This design comes from an exercise in tuning for small area on the open sky130 flow, not from production work.
In this exercise RTL edits were held to simulation tests only and were not proved equivalent to the original.
Power is estimated from default activity; no workload was simulated.

==> flow/design.v <==
module KeyBoard_detection(
    input clk,
    input rst,
    input ps2_clk,
    input ps2_data,
    output reg [7:0] sh,
    output reg [1:0] prv,
    output reg pend);
reg ps2_clk_r1, ps2_clk_r2;
reg [3:0] ps2_clk_cnt;
wire ps2_clk_neg = ~ps2_clk_r1 & ps2_clk_r2;
always @(posedge clk) begin
    if(rst) begin
        ps2_clk_r1 <= 1'b1;
        ps2_clk_r2 <= 1'b1;
        ps2_clk_cnt <= 4'd0;
        sh <= 8'd0;
        prv <= 2'd0;
        pend <= 1'b0;
    end else begin
        ps2_clk_r1 <= ps2_clk;
        ps2_clk_r2 <= ps2_clk_r1;
        pend <= ps2_clk_neg && (ps2_clk_cnt == 4'd9);
        if(pend)
            prv <= (sh == 8'hF0) ? 2'd1 : (sh > 8'hF0) ? 2'd2 : 2'd0;
        if(ps2_clk_neg) begin
            if(ps2_clk_cnt >= 4'd10)
                ps2_clk_cnt <= 4'd0;
            else
                ps2_clk_cnt <= ps2_clk_cnt + 4'd1;
            if((ps2_clk_cnt >= 4'd1) && (ps2_clk_cnt <= 4'd8))
                sh <= {ps2_data, sh[7:1]};
        end
    end
end
endmodule
module KeyBoard_TOP(
    input clk,
    input rst,
    input por,
    input ps2_clk, ps2_data,
    output reg A_left_key_press,
    output reg A_right_key_press,
    output reg A_up_key_press,
    output reg A_down_key_press,
    output A_fire);
wire [7:0] sh;
wire [1:0] prv;
wire pend;
KeyBoard_detection KD(clk, rst, ps2_clk, ps2_data, sh, prv, pend);
reg afire, afire_r1, afire_r2;
wire set = pend & (prv == 2'd0);
wire clr = pend & (prv == 2'd1);
always @(posedge clk) begin
    if(por) begin
        A_up_key_press <= 1'b0;
        A_right_key_press <= 1'b0;
        A_down_key_press <= 1'b0;
        A_left_key_press <= 1'b0;
        afire <= 1'b0;
        afire_r1 <= 1'b0;
        afire_r2 <= 1'b0;
    end else begin
        if(sh == 8'h1D) begin if(set) A_up_key_press <= 1'b1; else if(clr) A_up_key_press <= 1'b0; end
        if(sh == 8'h23) begin if(set) A_right_key_press <= 1'b1; else if(clr) A_right_key_press <= 1'b0; end
        if(sh == 8'h1B) begin if(set) A_down_key_press <= 1'b1; else if(clr) A_down_key_press <= 1'b0; end
        if(sh == 8'h1C) begin if(set) A_left_key_press <= 1'b1; else if(clr) A_left_key_press <= 1'b0; end
        if(sh == 8'h29) begin if(set) afire <= 1'b1; else if(clr) afire <= 1'b0; end
        afire_r1 <= afire;
        afire_r2 <= afire_r1;
    end
end
assign A_fire = afire_r1 & ~afire_r2;
endmodule
module jitter_clr(
    input clk, por,
    input button,
    output reg p);
    reg [22:0] M;
    reg c;
    wire rs = por | ~button;
    wire clean = c & M[1];
    wire g = rs | clean;
    always @(posedge clk) begin
        M[0] <= ~g & ~(M[22] ^ M[17]);
        M[1] <= ~rs & (clean | ~M[0]);
        M[22:2] <= {21{~g}} & ~M[21:1];
        c <= ~rs & (c | (M == 23'h3fffff));
        p <= ~por & c & M[2];
    end
endmodule
module button_control(
    input clk, rst,
    input button_up, button_down, button_right, button_left, button_shoot,
    output up, down, right, left, shoot,
    output [7:0] led);
jitter_clr J0(clk, rst, button_up, up);
jitter_clr J1(clk, rst, button_down, down);
jitter_clr J2(clk, rst, button_right, right);
jitter_clr J3(clk, rst, button_left, left);
jitter_clr J4(clk, rst, button_shoot, shoot);
reg [4:0] l;
always @(posedge clk) begin
    if(rst)
        l <= 5'b11111;
    else
        l <= l ^ {up, down, left, right, shoot};
end
assign led = {3'b111, l};
endmodule
module ROM_ssegment(
    input [3:0] a,
    output [7:0] spo);
assign spo[7] = 1'b1;
assign spo[0] = ~((~a[0] & ~a[2]) | (~a[0] & a[3]) | (a[0] & a[2] & ~a[3]) | (~a[1] & ~a[2] & a[3]) | (a[1] & a[2]) | (a[1] & ~a[3]));
assign spo[1] = (~a[0] & a[1] & a[2]) | (~a[0] & a[2] & a[3]) | (a[0] & ~a[1] & a[2] & ~a[3]) | (a[0] & a[1] & a[3]);
assign spo[2] = (~a[0] & a[1] & ~a[2] & ~a[3]) | (~a[0] & a[2] & a[3]) | (a[1] & a[2] & a[3]);
assign spo[3] = ~((~a[0] & a[1] & a[2]) | (~a[0] & ~a[2] & ~a[3]) | (a[0] & ~a[1] & a[2]) | (a[0] & a[1] & ~a[2]) | (~a[1] & a[3]));
assign spo[4] = (a[0] & ~a[1] & ~a[2]) | (a[0] & ~a[3]) | (~a[1] & a[2] & ~a[3]);
assign spo[5] = ~((~a[0] & ~a[1]) | (~a[0] & a[2]) | (~a[1] & a[2] & ~a[3]) | (a[1] & a[3]) | (~a[2] & a[3]));
assign spo[6] = (~a[0] & ~a[1] & a[2] & a[3]) | (a[0] & a[1] & a[2] & ~a[3]) | (~a[1] & ~a[2] & ~a[3]);
endmodule
module ssegment(
    input clk, por,
    input [2:0] hited,
    input [3:0] score,
    input hdinc,
    output [7:0] SSEG_AN, SSEG_CA);
    reg [16:0] M;
    reg a, sel, blank;
    reg [3:0] d;
    wire [7:0] w;
always @(posedge clk) begin
    if(por) begin
        M <= 17'd0;
        a <= 1'b0;
    end else begin
        M <= {~M[15:0], ~(M[16] ^ M[13])};
        if(M == 17'd0) a <= ~a;
    end
    blank <= por;
    sel <= a;
    d <= a ? score : (4'd3 - {1'b0, hited} + {3'd0, hdinc});
end
ROM_ssegment R0(d, w);
assign SSEG_CA = blank ? 8'hff : w;
assign SSEG_AN = {5'b11111, blank | sel, 1'b1, blank | ~sel};
endmodule
module enemy_position(
    input clk, rst, vs_neg,
    output [10:0] enemy_x, enemy_y);
reg [8:0] ex;
reg dir;  
reg [8:0] ex1;
reg c;
integer i;
always @(*) begin
    c = vs_neg & dir;
    for(i = 0; i < 9; i = i + 1) begin
        ex1[i] = ex[i] ^ (vs_neg & ~dir) ^ c;
        c = (ex[i] & (vs_neg & ~dir)) | (c & (ex[i] ^ (vs_neg & ~dir)));
    end
end
wire at_right = ex[8] & ex[7] & ex[6] & ex[5];                    
wire at_left = ~ex[8] & ~ex[7] & ~ex[6] &
               (~ex[5] | (~ex[4] & ~ex[3] & ~ex[2] & ~(ex[1] & ex[0])));  
always @(posedge clk) begin
    if(rst) begin
        ex <= 9'd32;
        dir <= 1'b1;
    end else begin
        ex <= ex1;
        if(dir) begin
            if(at_right) dir <= 1'b0;
        end else begin
            if(at_left) dir <= 1'b1;
        end
    end
end
assign enemy_x = {1'b0, ex, 1'b0};
assign enemy_y = 11'd64;
endmodule
module enemy_bullet_position(
    input clk, rst, por, vs_neg,
    input [8:0] ex,
    input play,
    input [9:0] my_plane_x, my_plane_y,
    output reg [2:0] hited,
    output hdinc_next,
    output [10:0] enemy_bullet_x, enemy_bullet_y,
    output reg have_enemy_bullet_now);
function automatic [9:0] sub10(input [9:0] a, input [9:0] b);
    integer i; reg c; reg [9:0] nb;
    begin
        nb = ~b;
        c = 1'b1;
        for(i = 0; i < 10; i = i + 1) begin
            sub10[i] = a[i] ^ nb[i] ^ c;
            c = (a[i] & nb[i]) | (c & (a[i] ^ nb[i]));
        end
    end
endfunction
reg [8:0] bx, by;
wire [10:0] ebx = {1'b0, bx, 1'b0};
wire [10:0] eby = {1'b0, by, 1'b0};
wire [9:0] dx = sub10({1'b0, my_plane_x[9:1]}, {1'b0, bx});
wire [9:0] dy = sub10({1'b0, my_plane_y[9:1]}, {1'b0, by});
wire inx = dx[9] ? (dx[8:0] >= (my_plane_x[0] ? 9'd475 : 9'd476)) : (dx[8:0] <= 9'd36);
wire iny = dy[9] ? (dy[8:0] >= 9'd472) : ((dy[8:0] < 9'd40) | ((dy[8:0] == 9'd40) & ~my_plane_y[0]));
wire hitc = inx && iny && have_enemy_bullet_now && play;
assign hdinc_next = ~rst & hitc;
wire [8:0] by3 = by + 9'd3;
wire respawn = by[8] & (by[7] | (by[6] & by[5] & by[4] & by[3]));  
wire [2:0] hited1 = {hited[2] ^ (hited[1] & hited[0]), hited[1] ^ hited[0], ~hited[0]};
always @(posedge clk) begin
    if(por) begin
        bx <= 9'd32;
        by <= 9'd72;
        have_enemy_bullet_now <= 1'b1;
        hited <= 3'd0;
    end else if(rst) begin
        bx <= 9'd32;
        by <= 9'd72;
        hited <= 3'd0;
    end else begin
        if(respawn) begin
            bx <= ex;
            by <= 9'd72;
            have_enemy_bullet_now <= 1'b1;
        end else if(vs_neg && ~hited[2] && ~(hited[1] & hited[0]))
            by <= by3;
        if(hitc) begin
            have_enemy_bullet_now <= 1'b0;
            hited <= hited1;
        end
    end
end
assign enemy_bullet_x = ebx;
assign enemy_bullet_y = eby;
endmodule
module move_counter(
    input clk, por, rs,
    output reg e);
reg [18:0] M;
wire match = (M == 19'h332a9);
wire [18:0] nx = {~M[17:0], M[18] ^ M[17] ^ M[16] ^ M[13]};
always @(posedge clk) begin
    if(rs)
        M <= 19'd0;
    else if(match)
        M <= 19'h332ab;
    else
        M <= {nx[18:3], nx[2] | e, nx[1:0]};
    e <= ~por & match;
end
endmodule
module my_plane_control(
    input clk, rst, por,
    input up, down, right, left,
    input vs_neg,
    output reg [9:0] my_plane_x, my_plane_y);
reg [9:0] nx, ny;
wire eu, ed, er, el;
move_counter CU(clk, por, rst | ~up, eu);
move_counter CD(clk, por, rst | ~down, ed);
move_counter CR(clk, por, rst | ~right, er);
move_counter CL(clk, por, rst | ~left, el);
wire yinc = ed & (ny < 10'd703);
wire ydec = eu & (ny > 10'd193);
wire xdec = el & (nx > 10'd65);
wire xinc = er & (nx < 10'd959);
function automatic [9:0] step10(input [9:0] n, input inc, input dec);
    integer i; reg c;
    begin
        c = inc;
        for(i = 0; i < 10; i = i + 1) begin
            step10[i] = n[i] ^ dec ^ c;
            c = (n[i] & dec) | (c & (n[i] ^ dec));
        end
    end
endfunction
wire [9:0] ny1 = step10(ny, yinc, ydec & ~yinc);
wire [9:0] nx1 = step10(nx, xinc & ~xdec, xdec);
always @(posedge clk) begin
    if(rst) begin
        nx <= 10'd400;
        ny <= 10'd512;
        my_plane_x <= 10'd400;
        my_plane_y <= 10'd512;
    end else begin
        ny <= ny1;
        nx <= nx1;
        if(vs_neg) begin
            my_plane_x <= nx;
            my_plane_y <= ny;
        end
    end
end
endmodule
module my_bullet_control(
    input clk, rst,
    input shoot,
    input vs_neg,
    input [9:0] my_plane_x, my_plane_y,
    input [8:0] ex, ebx,
    output reg [9:0] my_bullet_x, my_bullet_y,
    output reg [3:0] score,
    output reg hinc,
    output reg have_bullet_now);
function automatic [10:0] add11(input [10:0] a, input [10:0] b);
    integer i; reg c;
    begin
        c = 1'b0;
        for(i = 0; i < 11; i = i + 1) begin
            add11[i] = a[i] ^ b[i] ^ c;
            c = (a[i] & b[i]) | (c & (a[i] ^ b[i]));
        end
    end
endfunction
function automatic [9:0] sub10(input [9:0] a, input [9:0] b);
    integer i; reg c; reg [9:0] nb;
    begin
        nb = ~b;
        c = 1'b1;
        for(i = 0; i < 10; i = i + 1) begin
            sub10[i] = a[i] ^ nb[i] ^ c;
            c = (a[i] & nb[i]) | (c & (a[i] ^ nb[i]));
        end
    end
endfunction
reg hn;
reg [9:0] bnx, bny;
wire [9:0] start_y = my_plane_y - 10'd96;
wire [9:0] dy = bny - 10'd6;
wire on_screen = (bny > 10'd35);
wire [9:0] de = sub10({1'b0, ex}, {1'b0, bnx[9:1]});
wire [9:0] db = sub10({1'b0, ebx}, {1'b0, bnx[9:1]});
wire ine = de[9] ? ((de[8:0] > 9'd472) | ((de[8:0] == 9'd472) & ~bnx[0])) : (de[8:0] <= 9'd40);
wire inb = db[9] ? (db[8:0] >= 9'd500) : (db[8:0] <= (bnx[0] ? 9'd13 : 9'd12));
wire hit_enemy = (bny <= 10'd160) && ine && hn;
wire hit_bullet = inb && hn;
wire fire = shoot && !hn;
wire [3:0] hit = {score[3] ^ (hinc & score[2] & score[1] & score[0]), score[2] ^ (hinc & score[1] & score[0]),
                  score[1] ^ (hinc & score[0]), score[0] ^ hinc};
always @(posedge clk) begin
    if(rst) begin
        bnx <= my_plane_x;
        bny <= start_y;
        hn <= 1'b0;
        score <= 4'd0;
        hinc <= 1'b0;
        have_bullet_now <= 1'b0;
        my_bullet_x <= my_plane_x;
        my_bullet_y <= start_y;
    end else begin
        hinc <= 1'b0;
        score <= hit;
        if(fire) begin
            bnx <= my_plane_x;
            bny <= start_y;
            hn <= 1'b1;
        end else if(vs_neg) begin
            if(on_screen)
                bny <= dy[9:0];
            else begin
                hn <= 1'b0;
                bnx <= my_plane_x;
                bny <= start_y;
            end
            if(hit_enemy) begin
                hn <= 1'b0;
                hinc <= 1'b1;
            end
            if(hit_bullet)
                hn <= 1'b0;
        end
        if(vs_neg) begin
            have_bullet_now <= hn;
            my_bullet_x <= bnx;
            my_bullet_y <= bny;
        end
    end
end
endmodule
module plane_game_logic(
    input clk, rst,
    input button_left, button_shoot, button_right, button_up, button_down,
    input ps2_clk,ps2_data,
    input vs_neg,
    output [7:0] SSEG_CA, SSEG_AN,
    output [7:0] led,
    output reg play,
    output [3:0] hited,
    output [10:0] my_plane_x, my_plane_y,
    output [10:0] my_bullet_x, my_bullet_y,
    output have_bullet_now,
    output [10:0] enemy_x, enemy_y,
    output [10:0] enemy_bullet_x, enemy_bullet_y,
    output have_enemy_bullet_now);
wire up, down, left, right, shoot;
wire [3:0] score;
wire hinc;
reg hdinc;
wire hdinc_next;
wire A_left_key_press, A_right_key_press, A_up_key_press, A_down_key_press;
wire A_fire;
wire game_rst = rst | shoot;
always @(posedge clk) begin
    if(game_rst) play <= 1'b0;
    else if(up) play <= 1'b1;
    hdinc <= hdinc_next;
end
wire [9:0] mpx, mpy, mbx, mby;
wire [2:0] hd;
wire [8:0] ex = enemy_x[9:1];
wire [8:0] ebx = enemy_bullet_x[9:1];
enemy_position M3(
    .vs_neg (vs_neg),
    .clk    (clk),
    .rst    (game_rst),
    .enemy_x(enemy_x),
    .enemy_y(enemy_y));
enemy_bullet_position M5(
    .vs_neg (vs_neg),
    .clk    (clk),
    .rst    (game_rst),
    .por    (rst),
    .ex     (ex),
    .play   (play),
    .my_plane_x (mpx),
    .my_plane_y (mpy),
    .hited  (hd),
    .hdinc_next (hdinc_next),
    .enemy_bullet_x (enemy_bullet_x),
    .enemy_bullet_y (enemy_bullet_y),
    .have_enemy_bullet_now (have_enemy_bullet_now));
button_control M8(
    .clk    (clk),
    .rst    (rst),
    .button_down  (button_down),
    .button_left  (button_left),
    .button_right (button_right),
    .button_up    (button_up),
    .button_shoot (button_shoot),
    .down   (down),
    .left   (left),
    .up     (up),
    .right  (right),
    .shoot  (shoot),
    .led    (led));
my_plane_control M9(
    .clk    (clk),
    .rst    (game_rst),
    .por    (rst),
    .up     (A_up_key_press),
    .down   (A_down_key_press),
    .right  (A_right_key_press),
    .left   (A_left_key_press),
    .vs_neg (vs_neg),
    .my_plane_x (mpx),
    .my_plane_y (mpy));
my_bullet_control M10(
    .clk    (clk),
    .rst    (game_rst),
    .shoot  (A_fire),
    .vs_neg (vs_neg),
    .my_plane_x (mpx),
    .my_plane_y (mpy),
    .ex     (ex),
    .ebx    (ebx),
    .my_bullet_x (mbx),
    .my_bullet_y (mby),
    .score  (score),
    .hinc   (hinc),
    .have_bullet_now (have_bullet_now));
ssegment M11(
    .clk    (clk),
    .por    (rst),
    .hited  (hd),
    .score  (score),
    .hdinc  (hdinc),
    .SSEG_CA (SSEG_CA),
    .SSEG_AN (SSEG_AN));
KeyBoard_TOP M12(
    .clk    (clk),
    .rst    (game_rst),
    .por    (rst),
    .ps2_clk  (ps2_clk),
    .ps2_data (ps2_data),
    .A_left_key_press  (A_left_key_press),
    .A_right_key_press (A_right_key_press),
    .A_up_key_press    (A_up_key_press),
    .A_down_key_press  (A_down_key_press),
    .A_fire (A_fire));
assign hited = {1'b0, hd};
assign my_plane_x = {1'b0, mpx};
assign my_plane_y = {1'b0, mpy};
assign my_bullet_x = {1'b0, mbx};
assign my_bullet_y = {1'b0, mby};
endmodule
==> flow/flow/run.sh <==
#!/bin/bash
# Own layout flow: the standard ORFS flow (standard.sh, unchanged
# synthesis), with smaller port buffers and a clock tree built from small
# clock buffers (clkbuf_4 leaves, clusters of at most 11 sinks) without
# dummy loads.
set -euo pipefail
export BUFFER_PORTS_ARGS="-buffer_cell sky130_fd_sc_hd__buf_1"
# The constant outputs share one tie cell per value instead of one each.
export SKIP_REPAIR_TIE_FANOUT=1
export CTS_ARGS="-sink_clustering_enable -repair_clock_nets -dont_use_dummy_load -buf_list {sky130_fd_sc_hd__clkbuf_2 sky130_fd_sc_hd__clkbuf_4} -root_buf sky130_fd_sc_hd__clkbuf_8 -sink_clustering_size 11 -sink_clustering_max_diameter 35"
bash standard.sh > flow_make.log 2>&1
==> flow/standard.sh <==
#!/bin/bash
# synth_recipe.tcl (not shown) runs the flow's synth.tcl, then flattens the netlist and writes it again
# the make line also repeats each setting of config.mk as NAME=value (left out here)
make -C /OpenROAD-flow-scripts/flow DESIGN_CONFIG=/design/flow/config.mk WORK_HOME=/design/flow/orfs CLKGATE_MAP_FILE= SYNTH_SCRIPT=/design/flow/synth_recipe.tcl "${@:-finish}"
==> flow/config.mk <==
export PLATFORM = sky130hd
export DESIGN_NAME = plane_game_logic
export DESIGN_NICKNAME = plane_game_logic
export VERILOG_FILES = /design/flow/design.v
export SDC_FILE = /design/flow/constraint.sdc
export NUM_CORES = 4
export LEC_CHECK = 0
export CAP_MARGIN = 20
export CORE_MARGIN = 2
export CORE_UTILIZATION = 65
export PLACE_DENSITY = 0.75
export SLEW_MARGIN = 20
==> flow/constraint.sdc <==
create_clock -name core_clock -period 10.0 [get_ports {clk}]
set_input_delay 2.0000 -clock core_clock [delete_from_list [all_inputs] [get_ports {clk}]]
set_output_delay 2.0000 -clock core_clock [all_outputs]
set_load 0.01 [all_outputs]
==> results.txt <==
## worst paths after layout
kind	start	end	slack [ns]
min	M9.CD.M[5]$_SDFF_PP0_	M9.CD.M[6]$_SDFF_PP0_	0.38
max reg2reg	M9.ny[5]$_SDFF_PN0_	M9.ny[9]$_SDFF_PN1_	4.29
min reg2reg	M9.CD.M[5]$_SDFF_PP0_	M9.CD.M[6]$_SDFF_PP0_	0.38
max	M9.ny[5]$_SDFF_PN0_	M9.ny[9]$_SDFF_PN1_	4.29
## power by group through the flow
stage	clock network (mW)	registers [mW]	logic (mW)
6_report	0.698	1.62	0.121
5_1_grt	0.778	1.62	0.138
4_1_cts	0.722	1.62	0.122
3_5_place_dp	0	1.65	0.121
3_3_place_gp	0	1.65	0.116
2_1_floorplan	0	1.65	0.0969
## cells in the final DEF (no fill, tap or decap), types with 22 or more instances in the layout
cell type  count
edfxtp_1      40
o21ai_0       31
fa_1          56
a21oi_1       53
mux2i_1       38
nand2_1       68
buf_1         94
clkbuf_4      43
dfxtp_1      339
inv_1         60
xnor2_1       37
nor2_1       304
nand4_1       31
and2_1        22
## cells by family after synthesis
logic type,share of synthesized area (%)
simple gates,18.8
flops,55.5
buf+inv,4.57
compound gates,5.60
fa+ha+maj,9.61
xor+xnor,3.10
mux,2.80
other cells,0.0521
## critical path, stage by stage (launching register included)
cell     delay, ns
dfxtp_1       0.37
nand4_1       0.10
nor2_1        0.05
o41ai_1       0.68
nor3_2        0.27
ha_1          0.26
a21o_1        0.17
fa_1          0.40
fa_1          0.39
fa_1          0.42
fa_1          0.39
fa_1          0.39
fa_1          0.40
fa_1          0.40
fa_1          0.40
xnor2_1       0.22
o311a_1       0.21
a21oi_1       0.05
## metal layers
| layer | vias up | track usage (%) | part of all wire [%] |
|---|---|---|---|
| met2 | 205 | 37.0 | 46 |
| met5 | - | 0 | 0 |
| met1 | 4498 | 31.5 | 46 |
| met3 | 55 | 3.88 | 5.6 |
| met4 | 0 | 6.97 | 2.3 |
| li1 | 4748 | - | - |
## cell type report
cell class | instances | area, sq um
sequential | 379 | 7990
fill | 1675 | 6600
multi-input combinational | 870 | 5770
timing repair buffer | 105 | 430
clock buffer | 48 | 392
tap | 280 | 350
inverter | 60 | 225
## per-stage QoR
step / power, mW / cells / cell area [sq um]
2_1_floorplan: 1.74 / 1387 / 14400
3_3_place_gp: 1.77 / 1693 / 14800
3_5_place_dp: 1.77 / 1693 / 14800
4_1_cts: 2.46 / 1741 / 15200
5_1_grt: 2.54 / 1742 / 15200
6_report: 2.44 / 1742 / 15200
## state kept, by name (all words and copies together) (netlist names), 19 cells and up
| name | count |
|---|---|
| M8.J3.M | 23 |
| M9.CL.M | 19 |
| M9.CU.M | 19 |
| M9.CD.M | 19 |
| M9.CR.M | 19 |
| M8.J4.M | 23 |
| M8.J2.M | 23 |
| M8.J1.M | 23 |
| M8.J0.M | 23 |
==> impl_metrics.csv <==
group,metric,value,unit
status,outcome,"complete, no violations",
sta,tightest_slew,1.08,ns
sta,fmax,0.175,GHz
drt,finalWirelength,26400,microns
pwr,vdd_drop_max,0.000135,V
global_route,grt_max_degree,72,
finish,fin_nets,1551,
sta,post-route-period-util,57.1,%
drt,dr.pass1.iters,5,
pwr,combPwrFrac,5.0,%
sta,holdWs,0.376,ns
global_route,grt_pass1_vias,9182,
drt,vias,9506,
pwr,p_per_area,161,nW/um^2
sta,fin_crit,5.71,ns
floorplanning,rows,54,
finish,diodes,0,
clock_network,cts.sinks,379,
floorplanning,die_h,153,microns
drt,drc,0,
clock_network,clk_latency,0.56,ns
synth,yosysWarnings,11,
setup_path,reg2reg_depth,17,
synth,ys_types,69,
sta,maxSlewViolCount,0,
sta,clock_skew,0.0638,ns
setup_path,setup.worst_path.end_class,"register",
floorplanning,initial_core_util,66.2,%
pwr,switching_share,23.1,%
synth,synth.avg_cell_area,10.4,sq um
drt,viasPerCell,5.46,
sta,grt_setup_unrepaired,"no",
sta,fin_setup_tns,0,ns
synth,syn-cell-area,14400,sq um
synth,synth_enable_flop_cells,40,
setup_path,crit_arrival,6.12,ns
placement,dp_hpwl,18600,microns
global_route,track_usage,22.7,%
worst_hold_path,hold_path_depth,1,
setup_path,critPathRequiredTime,10.41,ns
sta,relSlewSlack,27.5,%
pwr,clock_power_share,28.6,%
floorplanning,dieArea,23400,sq um
synth,synth_fp_nets,1474,
pwr,power_frac_seq,66.4,%
clock_network,cts_tree,"yes",
clock_network,h-tree-depth,2,
floorplanning,core,21800,sq um
synth,ys_seq_area_share,55.5,%
placement,gp_congestion,0.812,
setup_path,worstPathMaxFanout,7,
global_route,antenna_found_initial,0,
synth,yosys-top-cells-area,"dfxtp_1 (47%), edfxtp_1 (8.3%), nor2_1 (7.9%)",
pwr,internal_power,1.87,mW
clock_network,ctsHoldBuffers,0,
floorplanning,io_pins,129,
pwr,cellLeakagePower,6.18,nW
synth,synth_top_area_share,47.1,%
drt,drt-initial-drc-count,410,
sta,setup_ws,4.29,ns
synth,synth_top_area_cell,"dfxtp_1",
synth,syn_inst,1387,
finish,finish.utilization,69.7,%
synth,synth_common_cells,"dfxtp_1 (339), nor2_1 (305), nand2_1 (68)",
finish,drive_gt1_share,4.99,%
drt,wire_per_inst,15.2,microns
setup_path,worst-setup-path-type,"register to register",
placement,numPortBuffers,96,
clock_network,cts.path.max_buffers,3,
clock_network,cts_setup_buffers,0,
clock_network,cts_buffers,48,
job,drv_cap,0,
placement,pre_cts_slack,3.84,ns
synth,ys_ff_latch,379,
clock_network,clk_pin_slew,0.11,ns
clock_network,cts-root-buf,"clkbuf_8",
setup_path,cp-start-kind,"register",
clock_network,postCtsResizedCells,0,
pwr,p_sw,562,uW
sta,setup_viol,0,
finish,area_delta_synth_final,5.26,%
synth,synth.most_common_cell,"dfxtp_1",
sta,hold_viol,0,
drt,ant_nets,0,
global_route,grt_overflow_total,0,
global_route,grt_pass1_wl,44300,microns
synth,synthArstFlopShare,0,%
floorplanning,die_x,153,microns
worst_hold_path,min_path_type,"register to register",
synth,ys_dominant_reg_cell,"dfxtp_1",

## static timing again, ports no longer ideal
Ports are ideal in the flow. The routed layout listed here was re-timed in OpenROAD. Step 1 assumes that a clkbuf_16 drives the clock port and a buf_2 every other input. Step 2 moves the port delays by t, midway between the first and last clock arrival at a register: inputs arrive t later, outputs are due t later. That takes back most of the time a late clock gives input paths. a / b / c = no drivers / after step 1 / after step 2; a / b = the first two.
t, ns: 0.572
setup WS [ns]: 4.291 / 4.291 / 3.885
latest minus earliest clock arrival (ns): 0.064 / 0.065
worst register clock-pin slew, ns: 0.11 / 0.11
pins driven straight from the clock port: 1
After both steps setup and hold are still met in this run. For this run, drivers alone change the setup slack by 0.000 ns; drivers and shift together by -0.406 ns.
